What follows belongs to an exercise in optimizing a design on an open flow for small area, a short achievable clock period and few clock cycles; a production flow would make more cautious choices. Where RTL was checked, it was by simulation tests only, not by an equivalence proof against the original. For run 1, only the layout was checked, not whether the RTL still works. Power is estimated from default activity; no workload was simulated.

### flow/design.v
module D_FF (q, d, reset, clk);
	output logic q;
	input logic d, reset, clk;
	always_ff @(posedge clk)
		if (reset)
			q <= 0;  
		else
			q <= d;  
endmodule
module FF_en(q, d, en, reset, clk);
	output q;
	input d, en, reset, clk;
	wire dat;
	D_FF ff(.q, .d(dat), .reset, .clk);
	NAND_MUX_2x1 muxs(.out(dat), .select(en), .invSelect(~en), .in({d, q}));
endmodule
module NAND_MUX_2x1(out, select, invSelect, in);
	output out;
	input select, invSelect;
	input [1:0] in;
	wire one, zero;
	nand oneNand(one, select, in[1]);
	nand zeroNand(zero, invSelect, in[0]);
	nand sumNand(out, one, zero);
endmodule
module NAND_MUX_4x1(out, select, invSelect, in);
	output out;
	input [1:0] select, invSelect;
	input [3:0] in;
	wire three, two, one, zero;
	nand zeroNand(zero, in[0], invSelect[1], invSelect[0]);
	nand oneNand(one, in[1], invSelect[1], select[0]);
	nand twoNand(two, in[2], select[1], invSelect[0]);
	nand threeNand(three, in[3], select[1], select[0]);
	nand sumNand(out, three, two, one, zero);
endmodule
module adderC65 (val1, val2, Cin, valOut);
	input logic [64:0] val1, val2;
	input logic Cin;
	output logic [64:0] valOut; 
	logic [64:0] cinToCout;
	genvar i;
	generate
		for(i=0; i<64; i++) begin : eachAdder
			full_adder adder(.S(valOut[i+1]), .Cout(cinToCout[i+1]), .A(val1[i+1]), .B(val2[i+1]), .Cin(cinToCout[i]));
		end
	endgenerate
	full_adder startAdder(.S(valOut[0]), .Cout(cinToCout[0]), .A(val1[0]), .B(val2[0]), .Cin);
endmodule
module divider1(quotient, valid_out, divisor, dividend, valid_in, rst, clk);
  output [63:0] quotient;
  output valid_out;
  input [63:0] divisor, dividend;
  input valid_in, rst, clk;
  localparam int K  = 3;                     
  localparam int DW = 67 + K;                
  localparam int JW = 5;                     
  logic          busy;
  logic          first;   
  logic          vo;
  logic [63:0]   rr;      
  logic [DW-1:0] nd;      
  logic          sbn;     
  logic [63:0]   rq;      
  logic          neg;     
  logic [JW-1:0] cnt;     
  assign valid_out = vo | quick;
  div_neg u_neg(.q(rq), .neg(neg), .y(quotient));
  wire        sa = dividend[63];
  wire        sb = divisor[63];
  wire [63:0] ma = sa ? (64'd0 - dividend) : dividend;
  wire [7:0]  t;
  wire        az, bz;
  div_len u_len(.a(dividend), .b(divisor), .t(t), .az(az), .bz(bz));
  logic [7:0]   tr;          
  logic         azr, bzr;    
  wire        zq = azr | (tr[7] & (tr != 8'hff));     
  wire        quick = first & (zq | bzr);              
  wire [JW-1:0] j0;
  div_ncyc #(.K(K), .JW(JW)) u_ncyc(.x(tr[6:0]), .j(j0));
  logic [DW-1:0] dsh;
  always_comb begin
    dsh = nd;
    for (int k = 0; k < JW; k++) if (first & j0[k]) dsh = (dsh << (K << k)) | ~({DW{1'b1}} << (K << k));
  end
  wire [DW-1:0] ndeff = dsh ^ {DW{first & sbn}};    
  function automatic logic [64:0] addc(input logic [DW-1:0] a, input logic [DW-1:0] b, input logic cin);
    logic [DW:0] g, p, G, P;
    g = {a & b, cin};
    p = {a ^ b, 1'b0};
    G = g; P = p;
    for (int l = 0; (1 << l) < DW + 1; l++) begin
      logic [DW:0] G2, P2;
      G2 = G; P2 = P;
      for (int i = 0; i < DW + 1; i++) begin
        if ((i >> l) & 1) begin
          G2[i] = G[i] | (P[i] & G[((i >> l) << l) - 1]);
          P2[i] = P[i] & P[((i >> l) << l) - 1];
        end
      end
      G = G2; P = P2;
    end
    addc[64] = G[DW];
    for (int i = 0; i < 64; i++) addc[i] = p[i+1] ^ G[i];
  endfunction
  logic [63:0]   rnext;
  logic [K-1:0]  qb;
  always_comb begin
    logic [63:0]   r;
    logic [64:0]   t;
    r = rr;
    for (int j = 0; j < K; j++) begin
      if (j == 0) t = addc({{(DW-64){1'b0}}, r}, nd, ~sbn);
      else        t = addc({{(DW-64){1'b0}}, r}, ~(~ndeff >> j), ~sbn);
      qb[K-1-j] = t[64] & ~(j == 0 && first);
      if (qb[K-1-j]) r = t[63:0];
    end
    rnext = r;
  end
  wire last = ((first ? j0 : cnt) == '0);
  always_ff @(posedge clk) begin
    if (rst) begin
      busy  <= 1'b0;
      first <= 1'b0;
      vo    <= 1'b0;
    end else if (!busy) begin
      busy  <= valid_in;
      first <= valid_in;
      vo    <= 1'b0;
    end else begin
      busy  <= ~last & ~quick;
      first <= 1'b0;
      vo    <= last & ~quick;
    end
  end
  always_ff @(posedge clk) begin
    if (!busy) begin
      rr    <= ma;
      nd    <= ~({{(DW-64){sb}}, divisor} << (K - 1));
      tr    <= t;
      azr   <= az;
      bzr   <= bz;
      sbn   <= sb;
      rq    <= {63'd0, bz};
      neg   <= bz ? ~sa : (sa ^ sb);
    end else begin
      rr    <= rnext;
      nd    <= ~(~ndeff >> K);
      cnt   <= (first ? j0 : cnt) - 1'b1;
      rq    <= {rq[63-K:0], qb};
    end
  end
endmodule
module div_neg(input [63:0] q, input neg, output [63:0] y);
  assign y = neg ? (64'd0 - q) : q;
endmodule
module div_len(input [63:0] a, input [63:0] b, output [7:0] t, output az, output bz);
  function automatic logic [6:0] msb(input logic [63:0] x);
    logic [63:0] v; logic [5:0] p [64];
    for (int i = 0; i < 64; i++) begin v[i] = x[i]; p[i] = 6'(i); end
    for (int l = 0; l < 6; l++) begin
      for (int i = 0; i < (32 >> l); i++) begin
        p[i] = v[2*i+1] ? p[2*i+1] : p[2*i];
        v[i] = v[2*i+1] | v[2*i];
      end
    end
    msb = {v[0], p[0]};
  endfunction
  wire [6:0]  ta = msb({1'b0, a[62:0] ^ a[63:1]});
  wire [6:0]  tb = msb({1'b0, b[62:0] ^ b[63:1]});
  wire [7:0]  ia = ta[6] ? {2'b0, ta[5:0]} : 8'hff;
  wire [7:0]  nib = tb[6] ? ~{2'b0, tb[5:0]} : 8'h00;    
  wire [8:0]  tt = {ia, 1'b1} + {nib, a[63]};
  assign t  = tt[8:1];
  assign bz = ~tb[6] & ~b[63];
  assign az = ~ta[6] & ~a[63];
endmodule
module div_ncyc #(parameter int K = 3, parameter int JW = 5)(input [6:0] x, output logic [JW-1:0] j);
  always_comb begin
    j = '0;
    for (int i = 0; i < 128; i++) if (x == 7'(i)) j = JW'((((i + 1) % 128) + 1) / K);
  end
endmodule
module full_adder(S, Cout, A, B, Cin);
	output S, Cout;
	input A, B, Cin;
	wire AB, AC, BC;
	xor sum(S, A, B, Cin);
	nand ab(AB, A, B);
	nand ac(AC, A, Cin);
	nand bc(BC, B, Cin);
	nand abc(Cout, AB, AC, BC);
endmodule
module mux_2x1_X65(outs, select, invSelect, ins);
	output [64:0] outs;
	input select, invSelect;
	input [1:0][64:0] ins;
		NAND_MUX_2x1 m7(.out(outs[7]), .select, .invSelect, .in({ins[1][7], ins[0][7]}));
	NAND_MUX_2x1 m6(.out(outs[6]), .select, .invSelect, .in({ins[1][6], ins[0][6]}));
	NAND_MUX_2x1 m5(.out(outs[5]), .select, .invSelect, .in({ins[1][5], ins[0][5]}));
	NAND_MUX_2x1 m4(.out(outs[4]), .select, .invSelect, .in({ins[1][4], ins[0][4]}));
	NAND_MUX_2x1 m3(.out(outs[3]), .select, .invSelect, .in({ins[1][3], ins[0][3]}));
	NAND_MUX_2x1 m2(.out(outs[2]), .select, .invSelect, .in({ins[1][2], ins[0][2]}));
	NAND_MUX_2x1 m1(.out(outs[1]), .select, .invSelect, .in({ins[1][1], ins[0][1]}));
	NAND_MUX_2x1 m0(.out(outs[0]), .select, .invSelect, .in({ins[1][0], ins[0][0]}));
		NAND_MUX_2x1 m15(.out(outs[15]), .select, .invSelect, .in({ins[1][15], ins[0][15]}));
	NAND_MUX_2x1 m14(.out(outs[14]), .select, .invSelect, .in({ins[1][14], ins[0][14]}));
	NAND_MUX_2x1 m13(.out(outs[13]), .select, .invSelect, .in({ins[1][13], ins[0][13]}));
	NAND_MUX_2x1 m12(.out(outs[12]), .select, .invSelect, .in({ins[1][12], ins[0][12]}));
	NAND_MUX_2x1 m11(.out(outs[11]), .select, .invSelect, .in({ins[1][11], ins[0][11]}));
	NAND_MUX_2x1 m10(.out(outs[10]), .select, .invSelect, .in({ins[1][10], ins[0][10]}));
	NAND_MUX_2x1 m9(.out(outs[9]), .select, .invSelect, .in({ins[1][9], ins[0][9]}));
	NAND_MUX_2x1 m8(.out(outs[8]), .select, .invSelect, .in({ins[1][8], ins[0][8]}));
		NAND_MUX_2x1 m23(.out(outs[23]), .select, .invSelect, .in({ins[1][23], ins[0][23]}));
	NAND_MUX_2x1 m22(.out(outs[22]), .select, .invSelect, .in({ins[1][22], ins[0][22]}));
	NAND_MUX_2x1 m21(.out(outs[21]), .select, .invSelect, .in({ins[1][21], ins[0][21]}));
	NAND_MUX_2x1 m20(.out(outs[20]), .select, .invSelect, .in({ins[1][20], ins[0][20]}));
	NAND_MUX_2x1 m19(.out(outs[19]), .select, .invSelect, .in({ins[1][19], ins[0][19]}));
	NAND_MUX_2x1 m18(.out(outs[18]), .select, .invSelect, .in({ins[1][18], ins[0][18]}));
	NAND_MUX_2x1 m17(.out(outs[17]), .select, .invSelect, .in({ins[1][17], ins[0][17]}));
	NAND_MUX_2x1 m16(.out(outs[16]), .select, .invSelect, .in({ins[1][16], ins[0][16]}));
		NAND_MUX_2x1 m31(.out(outs[31]), .select, .invSelect, .in({ins[1][31], ins[0][31]}));
	NAND_MUX_2x1 m30(.out(outs[30]), .select, .invSelect, .in({ins[1][30], ins[0][30]}));
	NAND_MUX_2x1 m29(.out(outs[29]), .select, .invSelect, .in({ins[1][29], ins[0][29]}));
	NAND_MUX_2x1 m28(.out(outs[28]), .select, .invSelect, .in({ins[1][28], ins[0][28]}));
	NAND_MUX_2x1 m27(.out(outs[27]), .select, .invSelect, .in({ins[1][27], ins[0][27]}));
	NAND_MUX_2x1 m26(.out(outs[26]), .select, .invSelect, .in({ins[1][26], ins[0][26]}));
	NAND_MUX_2x1 m25(.out(outs[25]), .select, .invSelect, .in({ins[1][25], ins[0][25]}));
	NAND_MUX_2x1 m24(.out(outs[24]), .select, .invSelect, .in({ins[1][24], ins[0][24]}));
		NAND_MUX_2x1 m39(.out(outs[39]), .select, .invSelect, .in({ins[1][39], ins[0][39]}));
	NAND_MUX_2x1 m38(.out(outs[38]), .select, .invSelect, .in({ins[1][38], ins[0][38]}));
	NAND_MUX_2x1 m37(.out(outs[37]), .select, .invSelect, .in({ins[1][37], ins[0][37]}));
	NAND_MUX_2x1 m36(.out(outs[36]), .select, .invSelect, .in({ins[1][36], ins[0][36]}));
	NAND_MUX_2x1 m35(.out(outs[35]), .select, .invSelect, .in({ins[1][35], ins[0][35]}));
	NAND_MUX_2x1 m34(.out(outs[34]), .select, .invSelect, .in({ins[1][34], ins[0][34]}));
	NAND_MUX_2x1 m33(.out(outs[33]), .select, .invSelect, .in({ins[1][33], ins[0][33]}));
	NAND_MUX_2x1 m32(.out(outs[32]), .select, .invSelect, .in({ins[1][32], ins[0][32]}));
		NAND_MUX_2x1 m47(.out(outs[47]), .select, .invSelect, .in({ins[1][47], ins[0][47]}));
	NAND_MUX_2x1 m46(.out(outs[46]), .select, .invSelect, .in({ins[1][46], ins[0][46]}));
	NAND_MUX_2x1 m45(.out(outs[45]), .select, .invSelect, .in({ins[1][45], ins[0][45]}));
	NAND_MUX_2x1 m44(.out(outs[44]), .select, .invSelect, .in({ins[1][44], ins[0][44]}));
	NAND_MUX_2x1 m43(.out(outs[43]), .select, .invSelect, .in({ins[1][43], ins[0][43]}));
	NAND_MUX_2x1 m42(.out(outs[42]), .select, .invSelect, .in({ins[1][42], ins[0][42]}));
	NAND_MUX_2x1 m41(.out(outs[41]), .select, .invSelect, .in({ins[1][41], ins[0][41]}));
	NAND_MUX_2x1 m40(.out(outs[40]), .select, .invSelect, .in({ins[1][40], ins[0][40]}));
		NAND_MUX_2x1 m55(.out(outs[55]), .select, .invSelect, .in({ins[1][55], ins[0][55]}));
	NAND_MUX_2x1 m54(.out(outs[54]), .select, .invSelect, .in({ins[1][54], ins[0][54]}));
	NAND_MUX_2x1 m53(.out(outs[53]), .select, .invSelect, .in({ins[1][53], ins[0][53]}));
	NAND_MUX_2x1 m52(.out(outs[52]), .select, .invSelect, .in({ins[1][52], ins[0][52]}));
	NAND_MUX_2x1 m51(.out(outs[51]), .select, .invSelect, .in({ins[1][51], ins[0][51]}));
	NAND_MUX_2x1 m50(.out(outs[50]), .select, .invSelect, .in({ins[1][50], ins[0][50]}));
	NAND_MUX_2x1 m49(.out(outs[49]), .select, .invSelect, .in({ins[1][49], ins[0][49]}));
	NAND_MUX_2x1 m48(.out(outs[48]), .select, .invSelect, .in({ins[1][48], ins[0][48]}));
		NAND_MUX_2x1 m63(.out(outs[63]), .select, .invSelect, .in({ins[1][63], ins[0][63]}));
	NAND_MUX_2x1 m62(.out(outs[62]), .select, .invSelect, .in({ins[1][62], ins[0][62]}));
	NAND_MUX_2x1 m61(.out(outs[61]), .select, .invSelect, .in({ins[1][61], ins[0][61]}));
	NAND_MUX_2x1 m60(.out(outs[60]), .select, .invSelect, .in({ins[1][60], ins[0][60]}));
	NAND_MUX_2x1 m59(.out(outs[59]), .select, .invSelect, .in({ins[1][59], ins[0][59]}));
	NAND_MUX_2x1 m58(.out(outs[58]), .select, .invSelect, .in({ins[1][58], ins[0][58]}));
	NAND_MUX_2x1 m57(.out(outs[57]), .select, .invSelect, .in({ins[1][57], ins[0][57]}));
	NAND_MUX_2x1 m56(.out(outs[56]), .select, .invSelect, .in({ins[1][56], ins[0][56]}));
		NAND_MUX_2x1 m64(.out(outs[64]), .select, .invSelect, .in({ins[1][64], ins[0][64]}));
endmodule
module mux_4x1_X65(outs, select, invSelect, ins);
	output [64:0] outs;
	input [1:0] select, invSelect;
	input [3:0][64:0] ins;
		NAND_MUX_4x1 m7(.out(outs[7]), .select, .invSelect, .in({ins[3][7], ins[2][7], ins[1][7], ins[0][7]}));
	NAND_MUX_4x1 m6(.out(outs[6]), .select, .invSelect, .in({ins[3][6], ins[2][6], ins[1][6], ins[0][6]}));
	NAND_MUX_4x1 m5(.out(outs[5]), .select, .invSelect, .in({ins[3][5], ins[2][5], ins[1][5], ins[0][5]}));
	NAND_MUX_4x1 m4(.out(outs[4]), .select, .invSelect, .in({ins[3][4], ins[2][4], ins[1][4], ins[0][4]}));
	NAND_MUX_4x1 m3(.out(outs[3]), .select, .invSelect, .in({ins[3][3], ins[2][3], ins[1][3], ins[0][3]}));
	NAND_MUX_4x1 m2(.out(outs[2]), .select, .invSelect, .in({ins[3][2], ins[2][2], ins[1][2], ins[0][2]}));
	NAND_MUX_4x1 m1(.out(outs[1]), .select, .invSelect, .in({ins[3][1], ins[2][1], ins[1][1], ins[0][1]}));
	NAND_MUX_4x1 m0(.out(outs[0]), .select, .invSelect, .in({ins[3][0], ins[2][0], ins[1][0], ins[0][0]}));
		NAND_MUX_4x1 m15(.out(outs[15]), .select, .invSelect, .in({ins[3][15], ins[2][15], ins[1][7], ins[0][15]}));
	NAND_MUX_4x1 m14(.out(outs[14]), .select, .invSelect, .in({ins[3][14], ins[2][14], ins[1][7], ins[0][14]}));
	NAND_MUX_4x1 m13(.out(outs[13]), .select, .invSelect, .in({ins[3][13], ins[2][13], ins[1][7], ins[0][13]}));
	NAND_MUX_4x1 m12(.out(outs[12]), .select, .invSelect, .in({ins[3][12], ins[2][12], ins[1][7], ins[0][12]}));
	NAND_MUX_4x1 m11(.out(outs[11]), .select, .invSelect, .in({ins[3][11], ins[2][11], ins[1][7], ins[0][11]}));
	NAND_MUX_4x1 m10(.out(outs[10]), .select, .invSelect, .in({ins[3][10], ins[2][10], ins[1][7], ins[0][10]}));
	NAND_MUX_4x1 m9(.out(outs[9]), .select, .invSelect, .in({ins[3][9], ins[2][9], ins[1][7], ins[0][9]}));
	NAND_MUX_4x1 m8(.out(outs[8]), .select, .invSelect, .in({ins[3][8], ins[2][8], ins[1][7], ins[0][8]}));
		NAND_MUX_4x1 m23(.out(outs[23]), .select, .invSelect, .in({ins[3][23], ins[2][23], ins[1][23], ins[0][23]}));
	NAND_MUX_4x1 m22(.out(outs[22]), .select, .invSelect, .in({ins[3][22], ins[2][22], ins[1][22], ins[0][22]}));
	NAND_MUX_4x1 m21(.out(outs[21]), .select, .invSelect, .in({ins[3][21], ins[2][21], ins[1][21], ins[0][21]}));
	NAND_MUX_4x1 m20(.out(outs[20]), .select, .invSelect, .in({ins[3][20], ins[2][20], ins[1][20], ins[0][20]}));
	NAND_MUX_4x1 m19(.out(outs[19]), .select, .invSelect, .in({ins[3][19], ins[2][19], ins[1][19], ins[0][19]}));
	NAND_MUX_4x1 m18(.out(outs[18]), .select, .invSelect, .in({ins[3][18], ins[2][18], ins[1][18], ins[0][18]}));
	NAND_MUX_4x1 m17(.out(outs[17]), .select, .invSelect, .in({ins[3][17], ins[2][17], ins[1][17], ins[0][17]}));
	NAND_MUX_4x1 m16(.out(outs[16]), .select, .invSelect, .in({ins[3][16], ins[2][16], ins[1][16], ins[0][16]}));
		NAND_MUX_4x1 m31(.out(outs[31]), .select, .invSelect, .in({ins[3][31], ins[2][31], ins[1][31], ins[0][31]}));
	NAND_MUX_4x1 m30(.out(outs[30]), .select, .invSelect, .in({ins[3][30], ins[2][30], ins[1][30], ins[0][30]}));
	NAND_MUX_4x1 m29(.out(outs[29]), .select, .invSelect, .in({ins[3][29], ins[2][29], ins[1][29], ins[0][29]}));
	NAND_MUX_4x1 m28(.out(outs[28]), .select, .invSelect, .in({ins[3][28], ins[2][28], ins[1][28], ins[0][28]}));
	NAND_MUX_4x1 m27(.out(outs[27]), .select, .invSelect, .in({ins[3][27], ins[2][27], ins[1][27], ins[0][27]}));
	NAND_MUX_4x1 m26(.out(outs[26]), .select, .invSelect, .in({ins[3][26], ins[2][26], ins[1][26], ins[0][26]}));
	NAND_MUX_4x1 m25(.out(outs[25]), .select, .invSelect, .in({ins[3][25], ins[2][25], ins[1][25], ins[0][25]}));
	NAND_MUX_4x1 m24(.out(outs[24]), .select, .invSelect, .in({ins[3][24], ins[2][24], ins[1][24], ins[0][24]}));
		NAND_MUX_4x1 m39(.out(outs[39]), .select, .invSelect, .in({ins[3][39], ins[2][39], ins[1][39], ins[0][39]}));
	NAND_MUX_4x1 m38(.out(outs[38]), .select, .invSelect, .in({ins[3][38], ins[2][38], ins[1][38], ins[0][38]}));
	NAND_MUX_4x1 m37(.out(outs[37]), .select, .invSelect, .in({ins[3][37], ins[2][37], ins[1][37], ins[0][37]}));
	NAND_MUX_4x1 m36(.out(outs[36]), .select, .invSelect, .in({ins[3][36], ins[2][36], ins[1][36], ins[0][36]}));
	NAND_MUX_4x1 m35(.out(outs[35]), .select, .invSelect, .in({ins[3][35], ins[2][35], ins[1][35], ins[0][35]}));
	NAND_MUX_4x1 m34(.out(outs[34]), .select, .invSelect, .in({ins[3][34], ins[2][34], ins[1][34], ins[0][34]}));
	NAND_MUX_4x1 m33(.out(outs[33]), .select, .invSelect, .in({ins[3][33], ins[2][33], ins[1][33], ins[0][33]}));
	NAND_MUX_4x1 m32(.out(outs[32]), .select, .invSelect, .in({ins[3][32], ins[2][32], ins[1][32], ins[0][32]}));
		NAND_MUX_4x1 m47(.out(outs[47]), .select, .invSelect, .in({ins[3][47], ins[2][47], ins[1][47], ins[0][47]}));
	NAND_MUX_4x1 m46(.out(outs[46]), .select, .invSelect, .in({ins[3][46], ins[2][46], ins[1][46], ins[0][46]}));
	NAND_MUX_4x1 m45(.out(outs[45]), .select, .invSelect, .in({ins[3][45], ins[2][45], ins[1][45], ins[0][45]}));
	NAND_MUX_4x1 m44(.out(outs[44]), .select, .invSelect, .in({ins[3][44], ins[2][44], ins[1][44], ins[0][44]}));
	NAND_MUX_4x1 m43(.out(outs[43]), .select, .invSelect, .in({ins[3][43], ins[2][43], ins[1][43], ins[0][43]}));
	NAND_MUX_4x1 m42(.out(outs[42]), .select, .invSelect, .in({ins[3][42], ins[2][42], ins[1][42], ins[0][42]}));
	NAND_MUX_4x1 m41(.out(outs[41]), .select, .invSelect, .in({ins[3][41], ins[2][41], ins[1][41], ins[0][41]}));
	NAND_MUX_4x1 m40(.out(outs[40]), .select, .invSelect, .in({ins[3][40], ins[2][40], ins[1][40], ins[0][40]}));
		NAND_MUX_4x1 m55(.out(outs[55]), .select, .invSelect, .in({ins[3][55], ins[2][55], ins[1][55], ins[0][55]}));
	NAND_MUX_4x1 m54(.out(outs[54]), .select, .invSelect, .in({ins[3][54], ins[2][54], ins[1][54], ins[0][54]}));
	NAND_MUX_4x1 m53(.out(outs[53]), .select, .invSelect, .in({ins[3][53], ins[2][53], ins[1][53], ins[0][53]}));
	NAND_MUX_4x1 m52(.out(outs[52]), .select, .invSelect, .in({ins[3][52], ins[2][52], ins[1][52], ins[0][52]}));
	NAND_MUX_4x1 m51(.out(outs[51]), .select, .invSelect, .in({ins[3][51], ins[2][51], ins[1][51], ins[0][51]}));
	NAND_MUX_4x1 m50(.out(outs[50]), .select, .invSelect, .in({ins[3][50], ins[2][50], ins[1][50], ins[0][50]}));
	NAND_MUX_4x1 m49(.out(outs[49]), .select, .invSelect, .in({ins[3][49], ins[2][49], ins[1][49], ins[0][49]}));
	NAND_MUX_4x1 m48(.out(outs[48]), .select, .invSelect, .in({ins[3][48], ins[2][48], ins[1][48], ins[0][48]}));
		NAND_MUX_4x1 m63(.out(outs[63]), .select, .invSelect, .in({ins[3][63], ins[2][63], ins[1][63], ins[0][63]}));
	NAND_MUX_4x1 m62(.out(outs[62]), .select, .invSelect, .in({ins[3][62], ins[2][62], ins[1][62], ins[0][62]}));
	NAND_MUX_4x1 m61(.out(outs[61]), .select, .invSelect, .in({ins[3][61], ins[2][61], ins[1][61], ins[0][61]}));
	NAND_MUX_4x1 m60(.out(outs[60]), .select, .invSelect, .in({ins[3][60], ins[2][60], ins[1][60], ins[0][60]}));
	NAND_MUX_4x1 m59(.out(outs[59]), .select, .invSelect, .in({ins[3][59], ins[2][59], ins[1][59], ins[0][59]}));
	NAND_MUX_4x1 m58(.out(outs[58]), .select, .invSelect, .in({ins[3][58], ins[2][58], ins[1][58], ins[0][58]}));
	NAND_MUX_4x1 m57(.out(outs[57]), .select, .invSelect, .in({ins[3][57], ins[2][57], ins[1][57], ins[0][57]}));
	NAND_MUX_4x1 m56(.out(outs[56]), .select, .invSelect, .in({ins[3][56], ins[2][56], ins[1][56], ins[0][56]}));
		NAND_MUX_4x1 m64(.out(outs[64]), .select, .invSelect, .in({ins[3][64], ins[2][64], ins[1][64], ins[0][64]}));
endmodule
module norifier(outs, ins1, ins0);
	output [63:0] outs;
	input [63:0] ins1, ins0;
		nor oa7(outs[7], ins1[7], ins0[7]);
	nor oa6(outs[6], ins1[6], ins0[6]);
	nor oa5(outs[5], ins1[5], ins0[5]);
	nor oa4(outs[4], ins1[4], ins0[4]);
	nor oa3(outs[3], ins1[3], ins0[3]);
	nor oa2(outs[2], ins1[2], ins0[2]);
	nor oa1(outs[1], ins1[1], ins0[1]);
	nor oa0(outs[0], ins1[0], ins0[0]);
		nor oa15(outs[15], ins1[15], ins0[15]);
	nor oa14(outs[14], ins1[14], ins0[14]);
	nor oa13(outs[13], ins1[13], ins0[13]);
	nor oa12(outs[12], ins1[12], ins0[12]);
	nor oa11(outs[11], ins1[11], ins0[11]);
	nor oa10(outs[10], ins1[10], ins0[10]);
	nor oa9(outs[9], ins1[9], ins0[9]);
	nor oa8(outs[8], ins1[8], ins0[8]);
		nor oa23(outs[23], ins1[23], ins0[23]);
	nor oa22(outs[22], ins1[22], ins0[22]);
	nor oa21(outs[21], ins1[21], ins0[21]);
	nor oa20(outs[20], ins1[20], ins0[20]);
	nor oa19(outs[19], ins1[19], ins0[19]);
	nor oa18(outs[18], ins1[18], ins0[18]);
	nor oa17(outs[17], ins1[17], ins0[17]);
	nor oa16(outs[16], ins1[16], ins0[16]);
		nor oa31(outs[31], ins1[31], ins0[31]);
	nor oa30(outs[30], ins1[30], ins0[30]);
	nor oa29(outs[29], ins1[29], ins0[29]);
	nor oa28(outs[28], ins1[28], ins0[28]);
	nor oa27(outs[27], ins1[27], ins0[27]);
	nor oa26(outs[26], ins1[26], ins0[26]);
	nor oa25(outs[25], ins1[25], ins0[25]);
	nor oa24(outs[24], ins1[24], ins0[24]);
		nor oa39(outs[39], ins1[39], ins0[39]);
	nor oa38(outs[38], ins1[38], ins0[38]);
	nor oa37(outs[37], ins1[37], ins0[37]);
	nor oa36(outs[36], ins1[36], ins0[36]);
	nor oa35(outs[35], ins1[35], ins0[35]);
	nor oa34(outs[34], ins1[34], ins0[34]);
	nor oa33(outs[33], ins1[33], ins0[33]);
	nor oa32(outs[32], ins1[32], ins0[32]);
		nor oa47(outs[47], ins1[47], ins0[47]);
	nor oa46(outs[46], ins1[46], ins0[46]);
	nor oa45(outs[45], ins1[45], ins0[45]);
	nor oa44(outs[44], ins1[44], ins0[44]);
	nor oa43(outs[43], ins1[43], ins0[43]);
	nor oa42(outs[42], ins1[42], ins0[42]);
	nor oa41(outs[41], ins1[41], ins0[41]);
	nor oa40(outs[40], ins1[40], ins0[40]);
		nor oa55(outs[55], ins1[55], ins0[55]);
	nor oa54(outs[54], ins1[54], ins0[54]);
	nor oa53(outs[53], ins1[53], ins0[53]);
	nor oa52(outs[52], ins1[52], ins0[52]);
	nor oa51(outs[51], ins1[51], ins0[51]);
	nor oa50(outs[50], ins1[50], ins0[50]);
	nor oa49(outs[49], ins1[49], ins0[49]);
	nor oa48(outs[48], ins1[48], ins0[48]);
		nor oa63(outs[63], ins1[63], ins0[63]);
	nor oa62(outs[62], ins1[62], ins0[62]);
	nor oa61(outs[61], ins1[61], ins0[61]);
	nor oa60(outs[60], ins1[60], ins0[60]);
	nor oa59(outs[59], ins1[59], ins0[59]);
	nor oa58(outs[58], ins1[58], ins0[58]);
	nor oa57(outs[57], ins1[57], ins0[57]);
	nor oa56(outs[56], ins1[56], ins0[56]);
endmodule
module registerX64(outs, ins, en, rst, clk);
	output [63:0] outs;
	input [63:0] ins;
	input en, rst, clk;
		FF_en r7(.q(outs[7]), .d(ins[7]), .en, .reset(rst), .clk);
	FF_en r6(.q(outs[6]), .d(ins[6]), .en, .reset(rst), .clk);
	FF_en r5(.q(outs[5]), .d(ins[5]), .en, .reset(rst), .clk);
	FF_en r4(.q(outs[4]), .d(ins[4]), .en, .reset(rst), .clk);
	FF_en r3(.q(outs[3]), .d(ins[3]), .en, .reset(rst), .clk);
	FF_en r2(.q(outs[2]), .d(ins[2]), .en, .reset(rst), .clk);
	FF_en r1(.q(outs[1]), .d(ins[1]), .en, .reset(rst), .clk);
	FF_en r0(.q(outs[0]), .d(ins[0]), .en, .reset(rst), .clk);
		FF_en r15(.q(outs[15]), .d(ins[15]), .en, .reset(rst), .clk);
	FF_en r14(.q(outs[14]), .d(ins[14]), .en, .reset(rst), .clk);
	FF_en r13(.q(outs[13]), .d(ins[13]), .en, .reset(rst), .clk);
	FF_en r12(.q(outs[12]), .d(ins[12]), .en, .reset(rst), .clk);
	FF_en r11(.q(outs[11]), .d(ins[11]), .en, .reset(rst), .clk);
	FF_en r10(.q(outs[10]), .d(ins[10]), .en, .reset(rst), .clk);
	FF_en r9(.q(outs[9]), .d(ins[9]), .en, .reset(rst), .clk);
	FF_en r8(.q(outs[8]), .d(ins[8]), .en, .reset(rst), .clk);
		FF_en r23(.q(outs[23]), .d(ins[23]), .en, .reset(rst), .clk);
	FF_en r22(.q(outs[22]), .d(ins[22]), .en, .reset(rst), .clk);
	FF_en r21(.q(outs[21]), .d(ins[21]), .en, .reset(rst), .clk);
	FF_en r20(.q(outs[20]), .d(ins[20]), .en, .reset(rst), .clk);
	FF_en r19(.q(outs[19]), .d(ins[19]), .en, .reset(rst), .clk);
	FF_en r18(.q(outs[18]), .d(ins[18]), .en, .reset(rst), .clk);
	FF_en r17(.q(outs[17]), .d(ins[17]), .en, .reset(rst), .clk);
	FF_en r16(.q(outs[16]), .d(ins[16]), .en, .reset(rst), .clk);
		FF_en r31(.q(outs[31]), .d(ins[31]), .en, .reset(rst), .clk);
	FF_en r30(.q(outs[30]), .d(ins[30]), .en, .reset(rst), .clk);
	FF_en r29(.q(outs[29]), .d(ins[29]), .en, .reset(rst), .clk);
	FF_en r28(.q(outs[28]), .d(ins[28]), .en, .reset(rst), .clk);
	FF_en r27(.q(outs[27]), .d(ins[27]), .en, .reset(rst), .clk);
	FF_en r26(.q(outs[26]), .d(ins[26]), .en, .reset(rst), .clk);
	FF_en r25(.q(outs[25]), .d(ins[25]), .en, .reset(rst), .clk);
	FF_en r24(.q(outs[24]), .d(ins[24]), .en, .reset(rst), .clk);
		FF_en r39(.q(outs[39]), .d(ins[39]), .en, .reset(rst), .clk);
	FF_en r38(.q(outs[38]), .d(ins[38]), .en, .reset(rst), .clk);
	FF_en r37(.q(outs[37]), .d(ins[37]), .en, .reset(rst), .clk);
	FF_en r36(.q(outs[36]), .d(ins[36]), .en, .reset(rst), .clk);
	FF_en r35(.q(outs[35]), .d(ins[35]), .en, .reset(rst), .clk);
	FF_en r34(.q(outs[34]), .d(ins[34]), .en, .reset(rst), .clk);
	FF_en r33(.q(outs[33]), .d(ins[33]), .en, .reset(rst), .clk);
	FF_en r32(.q(outs[32]), .d(ins[32]), .en, .reset(rst), .clk);
		FF_en r47(.q(outs[47]), .d(ins[47]), .en, .reset(rst), .clk);
	FF_en r46(.q(outs[46]), .d(ins[46]), .en, .reset(rst), .clk);
	FF_en r45(.q(outs[45]), .d(ins[45]), .en, .reset(rst), .clk);
	FF_en r44(.q(outs[44]), .d(ins[44]), .en, .reset(rst), .clk);
	FF_en r43(.q(outs[43]), .d(ins[43]), .en, .reset(rst), .clk);
	FF_en r42(.q(outs[42]), .d(ins[42]), .en, .reset(rst), .clk);
	FF_en r41(.q(outs[41]), .d(ins[41]), .en, .reset(rst), .clk);
	FF_en r40(.q(outs[40]), .d(ins[40]), .en, .reset(rst), .clk);
		FF_en r55(.q(outs[55]), .d(ins[55]), .en, .reset(rst), .clk);
	FF_en r54(.q(outs[54]), .d(ins[54]), .en, .reset(rst), .clk);
	FF_en r53(.q(outs[53]), .d(ins[53]), .en, .reset(rst), .clk);
	FF_en r52(.q(outs[52]), .d(ins[52]), .en, .reset(rst), .clk);
	FF_en r51(.q(outs[51]), .d(ins[51]), .en, .reset(rst), .clk);
	FF_en r50(.q(outs[50]), .d(ins[50]), .en, .reset(rst), .clk);
	FF_en r49(.q(outs[49]), .d(ins[49]), .en, .reset(rst), .clk);
	FF_en r48(.q(outs[48]), .d(ins[48]), .en, .reset(rst), .clk);
		FF_en r63(.q(outs[63]), .d(ins[63]), .en, .reset(rst), .clk);
	FF_en r62(.q(outs[62]), .d(ins[62]), .en, .reset(rst), .clk);
	FF_en r61(.q(outs[61]), .d(ins[61]), .en, .reset(rst), .clk);
	FF_en r60(.q(outs[60]), .d(ins[60]), .en, .reset(rst), .clk);
	FF_en r59(.q(outs[59]), .d(ins[59]), .en, .reset(rst), .clk);
	FF_en r58(.q(outs[58]), .d(ins[58]), .en, .reset(rst), .clk);
	FF_en r57(.q(outs[57]), .d(ins[57]), .en, .reset(rst), .clk);
	FF_en r56(.q(outs[56]), .d(ins[56]), .en, .reset(rst), .clk);
endmodule
module registerX65(outs, ins, en, rst, clk);
	output [64:0] outs;
	input [64:0] ins;
	input en, rst, clk;
		FF_en r7(.q(outs[7]), .d(ins[7]), .en, .reset(rst), .clk);
	FF_en r6(.q(outs[6]), .d(ins[6]), .en, .reset(rst), .clk);
	FF_en r5(.q(outs[5]), .d(ins[5]), .en, .reset(rst), .clk);
	FF_en r4(.q(outs[4]), .d(ins[4]), .en, .reset(rst), .clk);
	FF_en r3(.q(outs[3]), .d(ins[3]), .en, .reset(rst), .clk);
	FF_en r2(.q(outs[2]), .d(ins[2]), .en, .reset(rst), .clk);
	FF_en r1(.q(outs[1]), .d(ins[1]), .en, .reset(rst), .clk);
	FF_en r0(.q(outs[0]), .d(ins[0]), .en, .reset(rst), .clk);
		FF_en r15(.q(outs[15]), .d(ins[15]), .en, .reset(rst), .clk);
	FF_en r14(.q(outs[14]), .d(ins[14]), .en, .reset(rst), .clk);
	FF_en r13(.q(outs[13]), .d(ins[13]), .en, .reset(rst), .clk);
	FF_en r12(.q(outs[12]), .d(ins[12]), .en, .reset(rst), .clk);
	FF_en r11(.q(outs[11]), .d(ins[11]), .en, .reset(rst), .clk);
	FF_en r10(.q(outs[10]), .d(ins[10]), .en, .reset(rst), .clk);
	FF_en r9(.q(outs[9]), .d(ins[9]), .en, .reset(rst), .clk);
	FF_en r8(.q(outs[8]), .d(ins[8]), .en, .reset(rst), .clk);
		FF_en r23(.q(outs[23]), .d(ins[23]), .en, .reset(rst), .clk);
	FF_en r22(.q(outs[22]), .d(ins[22]), .en, .reset(rst), .clk);
	FF_en r21(.q(outs[21]), .d(ins[21]), .en, .reset(rst), .clk);
	FF_en r20(.q(outs[20]), .d(ins[20]), .en, .reset(rst), .clk);
	FF_en r19(.q(outs[19]), .d(ins[19]), .en, .reset(rst), .clk);
	FF_en r18(.q(outs[18]), .d(ins[18]), .en, .reset(rst), .clk);
	FF_en r17(.q(outs[17]), .d(ins[17]), .en, .reset(rst), .clk);
	FF_en r16(.q(outs[16]), .d(ins[16]), .en, .reset(rst), .clk);
		FF_en r31(.q(outs[31]), .d(ins[31]), .en, .reset(rst), .clk);
	FF_en r30(.q(outs[30]), .d(ins[30]), .en, .reset(rst), .clk);
	FF_en r29(.q(outs[29]), .d(ins[29]), .en, .reset(rst), .clk);
	FF_en r28(.q(outs[28]), .d(ins[28]), .en, .reset(rst), .clk);
	FF_en r27(.q(outs[27]), .d(ins[27]), .en, .reset(rst), .clk);
	FF_en r26(.q(outs[26]), .d(ins[26]), .en, .reset(rst), .clk);
	FF_en r25(.q(outs[25]), .d(ins[25]), .en, .reset(rst), .clk);
	FF_en r24(.q(outs[24]), .d(ins[24]), .en, .reset(rst), .clk);
		FF_en r39(.q(outs[39]), .d(ins[39]), .en, .reset(rst), .clk);
	FF_en r38(.q(outs[38]), .d(ins[38]), .en, .reset(rst), .clk);
	FF_en r37(.q(outs[37]), .d(ins[37]), .en, .reset(rst), .clk);
	FF_en r36(.q(outs[36]), .d(ins[36]), .en, .reset(rst), .clk);
	FF_en r35(.q(outs[35]), .d(ins[35]), .en, .reset(rst), .clk);
	FF_en r34(.q(outs[34]), .d(ins[34]), .en, .reset(rst), .clk);
	FF_en r33(.q(outs[33]), .d(ins[33]), .en, .reset(rst), .clk);
	FF_en r32(.q(outs[32]), .d(ins[32]), .en, .reset(rst), .clk);
		FF_en r47(.q(outs[47]), .d(ins[47]), .en, .reset(rst), .clk);
	FF_en r46(.q(outs[46]), .d(ins[46]), .en, .reset(rst), .clk);
	FF_en r45(.q(outs[45]), .d(ins[45]), .en, .reset(rst), .clk);
	FF_en r44(.q(outs[44]), .d(ins[44]), .en, .reset(rst), .clk);
	FF_en r43(.q(outs[43]), .d(ins[43]), .en, .reset(rst), .clk);
	FF_en r42(.q(outs[42]), .d(ins[42]), .en, .reset(rst), .clk);
	FF_en r41(.q(outs[41]), .d(ins[41]), .en, .reset(rst), .clk);
	FF_en r40(.q(outs[40]), .d(ins[40]), .en, .reset(rst), .clk);
		FF_en r55(.q(outs[55]), .d(ins[55]), .en, .reset(rst), .clk);
	FF_en r54(.q(outs[54]), .d(ins[54]), .en, .reset(rst), .clk);
	FF_en r53(.q(outs[53]), .d(ins[53]), .en, .reset(rst), .clk);
	FF_en r52(.q(outs[52]), .d(ins[52]), .en, .reset(rst), .clk);
	FF_en r51(.q(outs[51]), .d(ins[51]), .en, .reset(rst), .clk);
	FF_en r50(.q(outs[50]), .d(ins[50]), .en, .reset(rst), .clk);
	FF_en r49(.q(outs[49]), .d(ins[49]), .en, .reset(rst), .clk);
	FF_en r48(.q(outs[48]), .d(ins[48]), .en, .reset(rst), .clk);
		FF_en r63(.q(outs[63]), .d(ins[63]), .en, .reset(rst), .clk);
	FF_en r62(.q(outs[62]), .d(ins[62]), .en, .reset(rst), .clk);
	FF_en r61(.q(outs[61]), .d(ins[61]), .en, .reset(rst), .clk);
	FF_en r60(.q(outs[60]), .d(ins[60]), .en, .reset(rst), .clk);
	FF_en r59(.q(outs[59]), .d(ins[59]), .en, .reset(rst), .clk);
	FF_en r58(.q(outs[58]), .d(ins[58]), .en, .reset(rst), .clk);
	FF_en r57(.q(outs[57]), .d(ins[57]), .en, .reset(rst), .clk);
	FF_en r56(.q(outs[56]), .d(ins[56]), .en, .reset(rst), .clk);
		FF_en r64(.q(outs[64]), .d(ins[64]), .en, .reset(rst), .clk);
endmodule
module xnorifier(outs, ins1, ins0);
	output [63:0] outs;
	input [63:0] ins1, ins0;
		xnor  xoa7(outs[7], ins1[7], ins0[7]);
	xnor xoa6(outs[6], ins1[6], ins0[6]);
	xnor xoa5(outs[5], ins1[5], ins0[5]);
	xnor xoa4(outs[4], ins1[4], ins0[4]);
	xnor xoa3(outs[3], ins1[3], ins0[3]);
	xnor xoa2(outs[2], ins1[2], ins0[2]);
	xnor xoa1(outs[1], ins1[1], ins0[1]);
	xnor xoa0(outs[0], ins1[0], ins0[0]);
		xnor xoa15(outs[15], ins1[15], ins0[15]);
	xnor xoa14(outs[14], ins1[14], ins0[14]);
	xnor xoa13(outs[13], ins1[13], ins0[13]);
	xnor xoa12(outs[12], ins1[12], ins0[12]);
	xnor xoa11(outs[11], ins1[11], ins0[11]);
	xnor xoa10(outs[10], ins1[10], ins0[10]);
	xnor xoa9(outs[9], ins1[9], ins0[9]);
	xnor xoa8(outs[8], ins1[8], ins0[8]);
		xnor xoa23(outs[23], ins1[23], ins0[23]);
	xnor xoa22(outs[22], ins1[22], ins0[22]);
	xnor xoa21(outs[21], ins1[21], ins0[21]);
	xnor xoa20(outs[20], ins1[20], ins0[20]);
	xnor xoa19(outs[19], ins1[19], ins0[19]);
	xnor xoa18(outs[18], ins1[18], ins0[18]);
	xnor xoa17(outs[17], ins1[17], ins0[17]);
	xnor xoa16(outs[16], ins1[16], ins0[16]);
		xnor xoa31(outs[31], ins1[31], ins0[31]);
	xnor xoa30(outs[30], ins1[30], ins0[30]);
	xnor xoa29(outs[29], ins1[29], ins0[29]);
	xnor xoa28(outs[28], ins1[28], ins0[28]);
	xnor xoa27(outs[27], ins1[27], ins0[27]);
	xnor xoa26(outs[26], ins1[26], ins0[26]);
	xnor xoa25(outs[25], ins1[25], ins0[25]);
	xnor xoa24(outs[24], ins1[24], ins0[24]);
		xnor xoa39(outs[39], ins1[39], ins0[39]);
	xnor xoa38(outs[38], ins1[38], ins0[38]);
	xnor xoa37(outs[37], ins1[37], ins0[37]);
	xnor xoa36(outs[36], ins1[36], ins0[36]);
	xnor xoa35(outs[35], ins1[35], ins0[35]);
	xnor xoa34(outs[34], ins1[34], ins0[34]);
	xnor xoa33(outs[33], ins1[33], ins0[33]);
	xnor xoa32(outs[32], ins1[32], ins0[32]);
		xnor xoa47(outs[47], ins1[47], ins0[47]);
	xnor xoa46(outs[46], ins1[46], ins0[46]);
	xnor xoa45(outs[45], ins1[45], ins0[45]);
	xnor xoa44(outs[44], ins1[44], ins0[44]);
	xnor xoa43(outs[43], ins1[43], ins0[43]);
	xnor xoa42(outs[42], ins1[42], ins0[42]);
	xnor xoa41(outs[41], ins1[41], ins0[41]);
	xnor xoa40(outs[40], ins1[40], ins0[40]);
		xnor xoa55(outs[55], ins1[55], ins0[55]);
	xnor xoa54(outs[54], ins1[54], ins0[54]);
	xnor xoa53(outs[53], ins1[53], ins0[53]);
	xnor xoa52(outs[52], ins1[52], ins0[52]);
	xnor xoa51(outs[51], ins1[51], ins0[51]);
	xnor xoa50(outs[50], ins1[50], ins0[50]);
	xnor xoa49(outs[49], ins1[49], ins0[49]);
	xnor xoa48(outs[48], ins1[48], ins0[48]);
		xnor xoa63(outs[63], ins1[63], ins0[63]);
	xnor xoa62(outs[62], ins1[62], ins0[62]);
	xnor xoa61(outs[61], ins1[61], ins0[61]);
	xnor xoa60(outs[60], ins1[60], ins0[60]);
	xnor xoa59(outs[59], ins1[59], ins0[59]);
	xnor xoa58(outs[58], ins1[58], ins0[58]);
	xnor xoa57(outs[57], ins1[57], ins0[57]);
	xnor xoa56(outs[56], ins1[56], ins0[56]);
endmodule
### flow/config.mk
export PLATFORM = sky130hd
export DESIGN_NAME = divider1
export DESIGN_NICKNAME = divider1
export VERILOG_FILES = /design/flow/design.v
export SDC_FILE = /design/flow/constraint.sdc
export NUM_CORES = 8
export LEC_CHECK = 0
export CAP_MARGIN = 20
export CORE_MARGIN = 2
export CORE_UTILIZATION = 40
export SLEW_MARGIN = 20
export SYNTH_HIERARCHICAL = 1
### flow/standard.sh
#!/bin/bash
# synth_recipe.tcl (not shown) runs the flow's synth.tcl, then flattens the netlist and writes it again
# the make line also repeats each setting of config.mk as NAME=value (left out here)
make -C /OpenROAD-flow-scripts/flow DESIGN_CONFIG=/design/flow/config.mk WORK_HOME=/design/flow/orfs CLKGATE_MAP_FILE= SYNTH_SCRIPT=/design/flow/synth_recipe.tcl "${@:-finish}"
### flow/constraint.sdc
create_clock -name core_clock -period 32.0 [get_ports {clk}]
set_input_delay 6.4000 -clock core_clock [delete_from_list [all_inputs] [get_ports {clk}]]
set_output_delay 6.4000 -clock core_clock [all_outputs]
set_load 0.01 [all_outputs]
### flow/flow/run.sh
#!/bin/bash
# Own flow: the standard layout (standard synthesis, floorplan, placement,
# CTS, routing); only the timing repair is asked to leave a setup margin,
# and port buffers use another buffer cell. Clock and constraints unchanged.
set -e
bash standard.sh SETUP_SLACK_MARGIN=22 "BUFFER_PORTS_ARGS=-buffer_cell sky130_fd_sc_hd__buf_1" finish > standard_finish.log 2>&1
==> impl_metrics.py, run 1 <==
metrics = {
    "outcome": {
        "outcome": "complete, no violations",
    },
    "sta": {
        "finalSetupViolCount": 0,
        "fin_ws_ns": 22.01,
        "holdWs_ns": 0.493,
        "final_hold_viol_count": 0,
        "slew_headroom": 0.256,
        "period_needed_ns": 9.99,
        "clock_skew_ns": 0.0218,
        "period_share": 0.312,
        "setup_tns_ns": 0,
        "fmax_mhz": 100,
        "tightest_slew_ns": 1.12,
        "slew_violations": 0,
        "rsz0062_at_grt": "yes",
    },
    "grt": {
        "grt_max_degree": 137,
        "busiest_layer": "met2",
        "grt_pass1_wl_um": 165000,
        "use_met2": 0.455,
        "grt_pass1_vias": 26500,
        "grt_use_total": 0.300,
        "use_met1": 0.413,
        "grt_overflow_total": 0,
        "grtUsageMet3": 0.0709,
        "grt_antenna_before_repair": 4,
    },
    "final_layout": {
        "final_cell_mix": "nand2_1 (358), nor2_1 (274), xnor2_1 (228), a21oi_1 (222), o21ai_0 (195)",
        "n_fill_cell": 6805,
        "drive_gt1_frac": 0.147,
        "stdcell_count": 4730,
        "final_util": 0.476,
        "final_nets": 4123,
        "fin_area_um2": 32600,
        "final_common_cell": "nand2_1",
        "area_growth_pct": 17.6,
    },
    "clock_tree": {
        "cts_tree": "built",
        "cts_buffer_depth": 3,
        "cts-root-buf": "clkbuf_16",
        "insertion_delay_ns": 0.63,
        "h-tree-depth": 1,
        "cts.sinks": 216,
        "cts_made_buffers": 29,
        "clk_transition_reported_paths_ns": 0.06,
        "cts_hold_buf": 0,
    },
    "synthesis": {
        "yosys_warnings": 11,
        "ys_types": 124,
        "synth_area_leaders": "dfxtp_1 (14%), ha_1 (9.0%), xnor2_1 (8.0%)",
        "ys_seq_area_frac": 0.162,
        "syn_area_per_cell_um2": 7.79,
        "synthFlopType": "dfxtp_1",
        "synth_edf_count": 17,
        "syn_inst": 3561,
        "yosys_register_bits": 216,
        "synth_area_um2": 27700,
        "synth_top_cell_by_area": "dfxtp_1",
        "synth_nets": 3909,
        "synthDominantCellAreaShare": 0.144,
        "async_reset_ff_frac": 0,
    },
    "die": {
        "core_um2": 68600,
        "die_x_um": 267,
        "die_h_um": 267,
        "num_rows": 96,
        "io_pins": 196,
        "start_util": 0.405,
        "dieArea_um2": 71500,
    },
    "power": {
        "p_per_area_nw_per_um2": 97.2,
        "finalPower_mw": 3.17,
        "ir_drop_uv": 48.6,
        "p_leak_nw": 13.1,
    },
    "place": {
        "place.gp.congestion": 1.00,
        "place_inst": 4574,
        "dp_hpwl_um": 84000,
        "placed_area_um2": 29300,
        "io_buffers": 195,
        "pre_cts_slack_ns": 19.41,
    },
    "detailed_routing": {
        "routed_wl_um": 114000,
        "via_per_inst": 6.24,
        "initialDrtViolationCount": 3227,
        "ant_nets": 0,
        "wire_per_inst_um": 24.2,
        "drtPass1Iterations": 8,
        "drcViolationCount": 0,
        "vias": 29500,
    },
    "setup_path": {
        "worstPathArrival_ns": 10.34,
        "worst-path-max-fanout": 13,
        "cp_top_family": "compound AO/OA/AOI/OAI gates",
        "worstPathRequired_ns": 32.35,
        "worst-path-buf-inv": 3,
        "critPathSlowestCell": "or4_1",
        "slowest_delay_ns": 0.57,
        "cp-end-kind": "flip-flop",
        "critical_path.startpoint_type": "primary input",
        "crit_path_cell_trace": "buf_1 -> or4_1 -> o22ai_1 -> nand4_1 -> nor3_1 -> buf_4 -> nor2b_1 -> inv_2 -> o31a_1 -> ha_1 -> a21o_1 -> a21oi_1 -> nand2b_1 -> a21boi_0 -> o41ai_2 -> xnor2_1",
        "critPathKind": "primary input to flip-flop",
    },
    "min_path": {
        "hold_path_class": "flip-flop to flip-flop",
    },
    "run": {
        "max-cap-violations": 0,
    },
}
[registers in the layout (all words and copies together), names as in the netlist]
signal / cells
azr: 1
busy: 1
bzr: 1
cnt: 5
first: 1
nd: 68
neg: 1
rq: 64
rr: 64
sbn: 1
tr: 8
vo: 1
[kinds of logic (layout without fill, tap and decap cells)]
| logic type | after synthesis | count (layout) | share of synthesized area |
|---|---|---|---|
| xor gates and xnor gates | 337 | 337 | 0.106 |
| DFF | 216 | 216 | 0.162 |
| muxes | 176 | 176 | 0.0909 |
| buffers and inverters | 280 | 511 | 0.0446 |
| AOI/OAI and AO/OA | 1063 | 1063 | 0.260 |
| adders and majority gates | 218 | 218 | 0.103 |
| other | 0 | 1 | 0 |
| and+or+nand+nor | 1271 | 1277 | 0.233 |
[cells in the mapped netlist, types with 18 or more instances]
cell type	n
nand2b_1	47
mux4_2	56
o21a_1	52
o211ai_1	24
or3_1	34
a21o_1	60
a21oi_1	230
mux2i_1	87
a22oi_1	35
nand4_1	24
nor4_1	18
xnor2_1	252
clkbuf_1	96
nor2_1	282
o21ai_0	205
nor3_1	81
nand3_1	121
a31oi_1	52
mux2_2	28
o31ai_1	55
or4_1	46
o22ai_1	45
ha_1	199
and3_1	30
nand2_1	364
fa_1	18
a211oi_1	39
buf_1	21
xor2_1	85
inv_1	103
o41ai_1	20
nor2b_1	42
and2_1	90
dfxtp_1	199
buf_2	29
[metal layers]
layer,vias up,part of all wire
met2,1510,0.43
met5,-,0.00012
li1,13700,-
met3,288,0.11
met4,2,0.045
met1,14000,0.42
[worst paths after layout]
path,to,from,slack (ns),cells after the start
max,tr[6]$_DFFE_PN_,dividend[16],22.01,16
min,rq[4]$_SDFF_PN0_,rq[1]$_SDFF_PN0_,0.49,1
max reg2reg,rr[45]$_DFF_P_,tr[3]$_DFFE_PN_,22.16,40
min reg2reg,rq[4]$_SDFF_PN0_,rq[1]$_SDFF_PN0_,0.49,1
[worst reg2reg max path, delay by kind of cell (launching register included)]
family | cells | cell delay (ns)
and+or+nand+nor | 16 | 3.43
DFF | 1 | 0.55
xor gates and xnor gates | 2 | 0.49
muxes | 2 | 0.89
adders and majority gates | 2 | 0.78
AOI/OAI and AO/OA | 13 | 2.76
buffers and inverters | 5 | 0.83
[final cells by class]
class / count / area, µm² / area share
antenna: 1 / 2.50 / 0.0000767
sequential: 216 / 4510 / 0.138
multi-input combinational: 3071 / 23100 / 0.709
inverter: 107 / 404 / 0.0124
clock buffer: 38 / 853 / 0.0261
timing repair buffer: 350 / 2360 / 0.0724
clock inverter: 16 / 194 / 0.00594
tap: 931 / 1160 / 0.0357
[where the power goes]
part | total (mW) | switching (mW) | internal, mW
registers | 0.416 | 0.0907 | 0.325
clock network | 0.363 | 0.149 | 0.214
logic | 2.39 | 1.40 | 0.990
total | 3.17 | 1.64 | 1.53
[Yosys stat by module, one instance, submodules excluded, excerpt]
module    area, µm²  flops+latches  cells
divider1      22200            216   2711
div_neg        1660              0    209
div_len        3140              0    529
[repair_timing]
action	4_1_cts	5_1_grt
gates cloned	6	10
pin swaps	14	32
setup endpoints to repair	68	68
resized for setup	85	170
setup buffers	37	48
endpoints found under the hold margin	0	0
==> inputs of run 2 (changes only) <==
--- a/flow/design.v
+++ b/flow/design.v
@@ -69,5 +69,6 @@
   wire        sa = dividend[63];
   wire        sb = divisor[63];
-  wire [63:0] ma = sa ? (64'd0 - dividend) : dividend;
+  wire [63:0] ma;
+  div_abs u_abs(.a(dividend), .y(ma));
   wire [7:0]  t;
   wire        az, bz;
@@ -182,4 +183,7 @@
   end
 endmodule
+module div_abs(input [63:0] a, output [63:0] y);
+  assign y = a[63] ? (64'd0 - a) : a;
+endmodule
 module full_adder(S, Cout, A, B, Cin);
 	output S, Cout;
==> impl_metrics.py, run 2 <==
metrics = {
    "outcome": {
        "outcome": "complete, no violations",
    },
    "setup_path": {
        "cp-end-kind": "flip-flop",
        "worst-path-max-fanout": 10,
        "critical_path.startpoint_type": "primary input",
        "worstPathArrival_ns": 10.09,
        "critPathKind": "primary input to flip-flop",
        "worstPathRequired_ns": 32.32,
    },
    "synthesis": {
        "synth_common_cells": "nand2_1 (365), nor2_1 (310), xnor2_1 (239), a21oi_1 (228), ha_1 (200)",
        "ys_seq_area_frac": 0.160,
        "synthFlopType": "dfxtp_1",
        "yosys_warnings": 11,
        "yosys_register_bits": 216,
        "synth_edf_count": 17,
        "synth_area_um2": 28100,
        "synth_top_cell_by_area": "dfxtp_1",
        "synthDominantCellAreaShare": 0.142,
        "synth_area_leaders": "dfxtp_1 (14%), ha_1 (8.9%), xnor2_1 (7.5%)",
        "ys_types": 135,
        "syn_inst": 3587,
        "post-synth-top-count-cell": "nand2_1",
        "synth_nets": 3936,
        "async_reset_ff_frac": 0,
        "syn_area_per_cell_um2": 7.82,
    },
    "sta": {
        "period_share": 0.305,
        "slew_headroom": 0.248,
        "slew_violations": 0,
        "clock_skew_ns": 0.0159,
        "tightest_slew_ns": 1.13,
        "period_needed_ns": 9.77,
        "rsz0062_at_grt": "no",
        "setup_tns_ns": 0,
        "fin_ws_ns": 22.23,
        "final_hold_viol_count": 0,
        "fmax_mhz": 102,
        "finalSetupViolCount": 0,
    },
    "clock_tree": {
        "h-tree-depth": 1,
        "cts.sinks": 216,
        "cts_tree": "built",
        "insertion_delay_ns": 0.60,
        "clk_transition_reported_paths_ns": 0.06,
        "cts-root-buf": "clkbuf_16",
        "cts_made_buffers": 27,
        "cts_buffer_depth": 3,
    },
    "grt": {
        "grt_max_degree": 105,
        "grt_pass1_vias": 26500,
        "grt_antenna_before_repair": 1,
        "grt_overflow_total": 0,
        "grt_use_total": 0.295,
        "grt_pass1_wl_um": 163000,
    },
    "final_layout": {
        "n_fill_cell": 6998,
        "multi_input_area_um2": 23000,
        "drive_gt1_frac": 0.128,
        "largest_register_ffs": 68,
        "final_util": 0.455,
        "area_growth_pct": 13.3,
        "final_nets": 4088,
        "fin_area_um2": 31800,
        "regMostFlops": "nd",
        "final_cell_mix": "nand2_1 (357), nor2_1 (306), a21oi_1 (226), xnor2_1 (225)",
        "final_common_cell": "nand2_1",
        "antenna_cells": 0,
        "seqCellArea_um2": 4500,
        "top_regs": "nd (68), rq (64), rr (64)",
    },
    "die": {
        "io_pins": 196,
        "dieArea_um2": 72300,
        "start_util": 0.402,
        "die_x_um": 269,
        "core_um2": 69800,
        "die_h_um": 269,
        "num_rows": 97,
    },
    "detailed_routing": {
        "routed_wl_um": 111000,
        "ant_nets": 0,
        "wire_per_inst_um": 23.6,
        "drtPass1Iterations": 6,
        "vias": 29100,
        "via_per_inst": 6.20,
        "initialDrtViolationCount": 2922,
        "drcViolationCount": 0,
    },
    "power": {
        "ir_drop_uv": 50.2,
        "finalPower_mw": 3.09,
        "p_per_area_nw_per_um2": 97.3,
        "p_leak_nw": 12.7,
    },
    "run": {
        "max-cap-violations": 0,
    },
    "place": {
        "place.gp.congestion": 1.02,
        "pre_cts_slack_ns": 19.69,
        "dp_hpwl_um": 83700,
        "placed_area_um2": 29500,
        "io_buffers": 195,
    },
    "min_path": {
        "hold_path_class": "flip-flop to flip-flop",
    },
}
run 2: cell count changes after synthesis, moves of 19 or more:
cell      change
nor2_1       +28
o21ai_0      -29
a211oi_1     -19
a221o_1      +28
run 2: cells by family (layout without fill, tap and decap cells):
kind of cell,Yosys count,count (layout),share of synthesized area
buf+inv,292,463,0.0474
simple gates,1358,1359,0.250
fa+ha+maj,219,219,0.102
compound gates,1025,1026,0.258
mux,150,150,0.0803
xor+xnor,327,327,0.102
flops,216,216,0.160
run 2: final cells by class:
type                    count  area share
repair buffers            297      0.0550
multi-input cells        3081       0.722
well taps                 940      0.0370
clock inverters            16     0.00740
clock buffers              34      0.0230
flip-flops and latches    216       0.142
inverters                 116      0.0139
run 2: Yosys stat by module (local to each module, per instance), excerpt:
module,cells inside,times used
divider1,2528,1
div_abs,212,1
div_len,529,1
div_neg,206,1
run 2: report_power, final:
part / internal (mW) / leakage [nW] / switching [mW]
registers: 0.326 / 1.82 / 0.0927
clock network: 0.204 / 0.476 / 0.139
logic: 0.956 / 10.4 / 1.37
run 2: per-stage QoR:
stage | cells | hold slack (ns)
after floorplan | 3587 | 0.469
after global placement | 4593 | 0.496
after detailed placement | 4593 | 0.500
after CTS | 4678 | 0.515
after global routing | 4700 | 0.543
final | 4700 | 0.513
run 2: final timing paths:
check	start	endpoint	slack [ns]	depth (start not counted)
setup / recovery	dividend[48]	tr[6]$_DFFE_PN_	22.23	15
hold / removal	rq[21]$_SDFF_PN0_	rq[24]$_SDFF_PN0_	0.51	1
setup reg to reg	tr[5]$_DFFE_PN_	rr[9]$_DFF_P_	22.28	36
hold reg to reg	rq[21]$_SDFF_PN0_	rq[24]$_SDFF_PN0_	0.51	1
run 2: layer usage:
layer  track usage  up-vias  share of wire
met1         0.366    13700           0.39
met3        0.0483      321          0.080
met2         0.473     1356           0.45
met5             0        -       0.000072
met4         0.194        2          0.080
li1              -    13700              -
run 2: critical path: stages:
cell and delay (ns):
buf_1 0.23, or4_1 0.57, o22a_1 0.25, nand4b_1 0.31
nor3_4 0.23, nor2b_2 0.23, inv_2 0.14, o31a_4 0.39
ha_1 0.32, a21o_1 0.16, a21oi_1 0.21, nand2b_1 0.13
a21boi_0 0.13, o41ai_2 0.25, xnor2_1 0.15
run 2: what timing repair did:
action,in CTS,in global routing
hold endpoints to repair,0,0
setup endpoints to repair,69,69
setup buffers,31,20
gates cloned,4,2
gates resized for setup,79,82
pin swaps,9,22
hold buffers,0,0
Testbench counts of run 2, summed over its fixed seeds: cycles 6,098.
==> inputs of run 3 (changes only) <==
--- a/flow/config.mk
+++ b/flow/config.mk
@@ -6,4 +6,5 @@
 export NUM_CORES = 8
 export LEC_CHECK = 0
+export ABC_AREA = 1
 export CAP_MARGIN = 20
 export CORE_MARGIN = 2
==> impl_metrics.py, run 3 <==
metrics = {
    "sta": {
        "slew_violations": 0,
        "fmax_mhz": 102,
        "finalSetupViolCount": 0,
        "tightest_slew_ns": 1.08,
        "setup_tns_ns": 0,
        "slew_headroom": 0.274,
        "rsz0062_at_grt": "yes",
        "period_share": 0.307,
        "clock_skew_ns": 0.0293,
        "fin_ws_ns": 22.18,
        "period_needed_ns": 9.82,
        "final_hold_viol_count": 0,
    },
    "power": {
        "ir_drop_uv": 57.2,
        "clkPwrFrac": 0.112,
        "switching_share": 0.551,
        "seq_power_share": 0.119,
        "combPwrFrac": 0.769,
        "switchingPower_mw": 1.80,
        "p_leak_nw": 18.4,
        "p_int_mw": 1.47,
        "p_per_area_nw_per_um2": 93.5,
    },
    "synthesis": {
        "synth_top_cell_by_area": "nand2_1",
        "ys_types": 72,
        "synth_edf_count": 17,
        "ys_seq_area_frac": 0.150,
        "syn_inst": 5148,
        "synthFlopType": "dfxtp_1",
        "yosys_register_bits": 216,
        "synth_area_um2": 29900,
        "yosys_warnings": 11,
        "synth_nets": 5497,
        "async_reset_ff_frac": 0,
        "synth_area_leaders": "nand2_1 (21%), dfxtp_1 (13%), ha_1 (8.4%)",
        "synthDominantCellAreaShare": 0.210,
        "post-synth-top-count-cell": "nand2_1",
        "synth_common_cells": "nand2_1 (1674), inv_1 (650), nor2_1 (464), o21ai_0 (388), nand3_1 (344)",
        "syn_area_per_cell_um2": 5.82,
    },
    "detailed_routing": {
        "drcViolationCount": 0,
        "drtPass1Iterations": 6,
        "initialDrtViolationCount": 3475,
        "via_per_inst": 5.40,
        "vias": 34500,
        "wire_per_inst_um": 20.4,
        "routed_wl_um": 130000,
        "ant_nets": 0,
    },
    "die": {
        "dieArea_um2": 77100,
        "core_um2": 74300,
        "die_h_um": 278,
        "num_rows": 100,
        "die_x_um": 278,
        "start_util": 0.403,
        "io_pins": 196,
    },
    "final_layout": {
        "stdcell_count": 6382,
        "final_nets": 5730,
        "final_common_cell": "nand2_1",
        "largest_register_ffs": 68,
        "drive_gt1_frac": 0.105,
        "final_cell_mix": "nand2_1 (1653), inv_1 (639), nor2_1 (444), o21ai_0 (346), nand3_1 (331)",
        "multi_input_area_um2": 23100,
        "final_util": 0.471,
        "n_fill_cell": 8103,
        "regMostFlops": "nd",
        "top_regs": "nd (68), rq (64), rr (64)",
        "seqCellArea_um2": 4500,
        "area_growth_pct": 16.9,
    },
    "grt": {
        "use_met2": 0.496,
        "grt_overflow_total": 0,
        "grt_pass1_vias": 31200,
        "grtUsageMet3": 0.0451,
        "busiest_layer": "met2",
        "grt_max_degree": 183,
        "grt_antenna_before_repair": 19,
        "grt_pass1_wl_um": 186000,
        "use_met1": 0.419,
        "grt_use_total": 0.314,
    },
    "setup_path": {
        "critPathSlowestCell": "edfxtp_1",
        "slowest_delay_ns": 0.50,
        "r2r_end": "rr[39]$_DFF_P_",
        "crit_top_cell": "nor2_1",
        "worstPathRequired_ns": 32.50,
        "cp-end-kind": "flip-flop",
        "r2r-start": "tr[3]$_DFFE_PN_",
        "critical_path.startpoint_type": "flip-flop",
        "critPathKind": "flip-flop to flip-flop",
        "r2r_cells": 75,
        "worstPathArrival_ns": 10.31,
        "regToRegSetupSlack_ns": 22.18,
        "worst-path-max-fanout": 7,
    },
    "outcome": {
        "outcome": "complete, no violations",
    },
    "clock_tree": {
        "h-tree-depth": 1,
        "cts_tree": "built",
        "insertion_delay_ns": 0.62,
        "cts-root-buf": "clkbuf_16",
        "cts.sinks": 216,
        "cts_buffer_depth": 3,
        "cts_made_buffers": 29,
        "clk_transition_reported_paths_ns": 0.07,
    },
    "place": {
        "pre_cts_slack_ns": 18.31,
        "io_buffers": 195,
        "place_inst": 6188,
        "place.gp.congestion": 0.983,
        "dp_hpwl_um": 96600,
    },
    "min_path": {
        "hold_path_class": "flip-flop to flip-flop",
        "hold_depth": 2,
        "min_to": "rq[4]$_SDFF_PN0_",
        "min-delay-start": "rq[1]$_SDFF_PN0_",
    },
    "run": {
        "max-cap-violations": 0,
    },
}
[run 3: cell types whose count changed after synthesis, moves of 154 or more]
cell,delta
nand3_1,+225
xnor2_1,-165
o21ai_0,+212
nand2_1,+1309
inv_1,+538
nor2_1,+154
[run 3: cells by family after synthesis]
kind of cell / share of synthesized area
compound gates: 0.151
fa+ha+maj: 0.0956
buf+inv: 0.110
xor+xnor: 0.0883
flops: 0.150
mux: 0.00668
simple gates: 0.398
[run 3: layer usage]
layer / routed length (µm) / vias to the layer above
li1: - / 16900
met1: 54000 / 15700
met2: 55900 / 1531
met3: 12300 / 322
met4: 7590 / 16
met5: 116 / -
[run 3: power groups by stage]
stage	logic [mW]	clock network, mW	registers [mW]
after floorplan	1.61	0	0.359
after global placement	2.11	0	0.395
after detailed placement	2.11	0	0.394
after CTS	2.22	0.374	0.387
after global routing	2.76	0.379	0.392
final	2.52	0.368	0.390
[run 3: worst max-delay path, delay by kind of cell, from the launching register on]
| kind | cells | cell delay (ns) |
|---|---|---|
| compound gates | 13 | 2.06 |
| xor+xnor | 1 | 0.31 |
| fa+ha+maj | 2 | 0.50 |
| buf+inv | 12 | 1.39 |
| flops | 1 | 0.50 |
| mux | 1 | 0.18 |
| simple gates | 46 | 4.68 |
[run 3: final cells by class]
cell class	instances	share of cell area
flip-flops and latches	216	0.128
diodes	9	0.000643
multi-input cells	4099	0.659
repair inverters	4	0.00132
clock buffers	39	0.0242
inverters	691	0.0766
well taps	969	0.0346
clock inverters	15	0.00572
repair buffers	340	0.0691
[run 3: worst max path at each step]
| stage | startpoint | to |
|---|---|---|
| final | tr[3]$_DFFE_PN_ | rr[39]$_DFF_P_ |
| after global placement | tr[1]$_DFFE_PN_ | rr[54]$_DFF_P_ |
| after CTS | tr[2]$_DFFE_PN_ | rr[58]$_DFF_P_ |
| after detailed placement | tr[1]$_DFFE_PN_ | rr[54]$_DFF_P_ |
| after floorplan | tr[2]$_DFFE_PN_ | rr[23]$_DFF_P_ |
| after global routing | tr[3]$_DFFE_PN_ | rr[9]$_DFF_P_ |
[run 3: per-stage QoR]
step           hold slack, ns  instance area [µm²]  power (mW)
2_1_floorplan           0.429                29900        1.97
3_3_place_gp            0.442                31400        2.51
3_5_place_dp            0.445                31400        2.50
4_1_cts                 0.456                33400        2.98
5_1_grt                 0.480                35000        3.53
6_report                0.451                35000        3.28
[run 3: repair_timing]
item,CTS,global route
pin swaps,9,76
gates resized for setup,100,182
buffers inserted,33,69
endpoints found under the setup margin,65,65
cloned,10,19
hold buffers,0,0
[run 3: per-module statistics from Yosys, one instance, submodules excluded, excerpt]
module | copies in the design | cell area, µm² | flops+latches
div_abs | 1 | 2420 | 0
div_len | 1 | 3700 | 0
div_neg | 1 | 2470 | 0
divider1 | 1 | 20800 | 216

## port drivers added, routing unchanged
The flow's constraints put no driver on any port. The routed layouts listed below were extracted and timed again, unchanged, in two steps. Step 1 (the two cells are an assumption about what drives the block):
set clk [get_ports {clk}]
set_driving_cell -lib_cell sky130_fd_sc_hd__clkbuf_16 $clk
set_driving_cell -lib_cell sky130_fd_sc_hd__buf_2 [delete_from_list [all_inputs] $clk]
Step 2 times the ports against the registers' clock, not the clock port: input delays grow and output delays shrink by t, the midpoint of the rising clock arrivals with the driver on. Slacks: no drivers / after step 1 / after step 2; pairs: no drivers / after step 1.
run	t, ns	slack for setup (ns)	worst setup path after step 2	pins driven straight from the clock port
run 1	0.670	22.010 / 22.045 / 21.375	input to register	1
run 2	0.647	22.232 / 22.272 / 21.625	input to register	1
run 3	0.676	22.184 / 22.184 / 21.731	input to register	1
After both steps setup and hold are still met in every run listed. The setup slack of run 1, which loses most, moves by +0.035 ns with the drivers and by -0.635 ns with both steps.
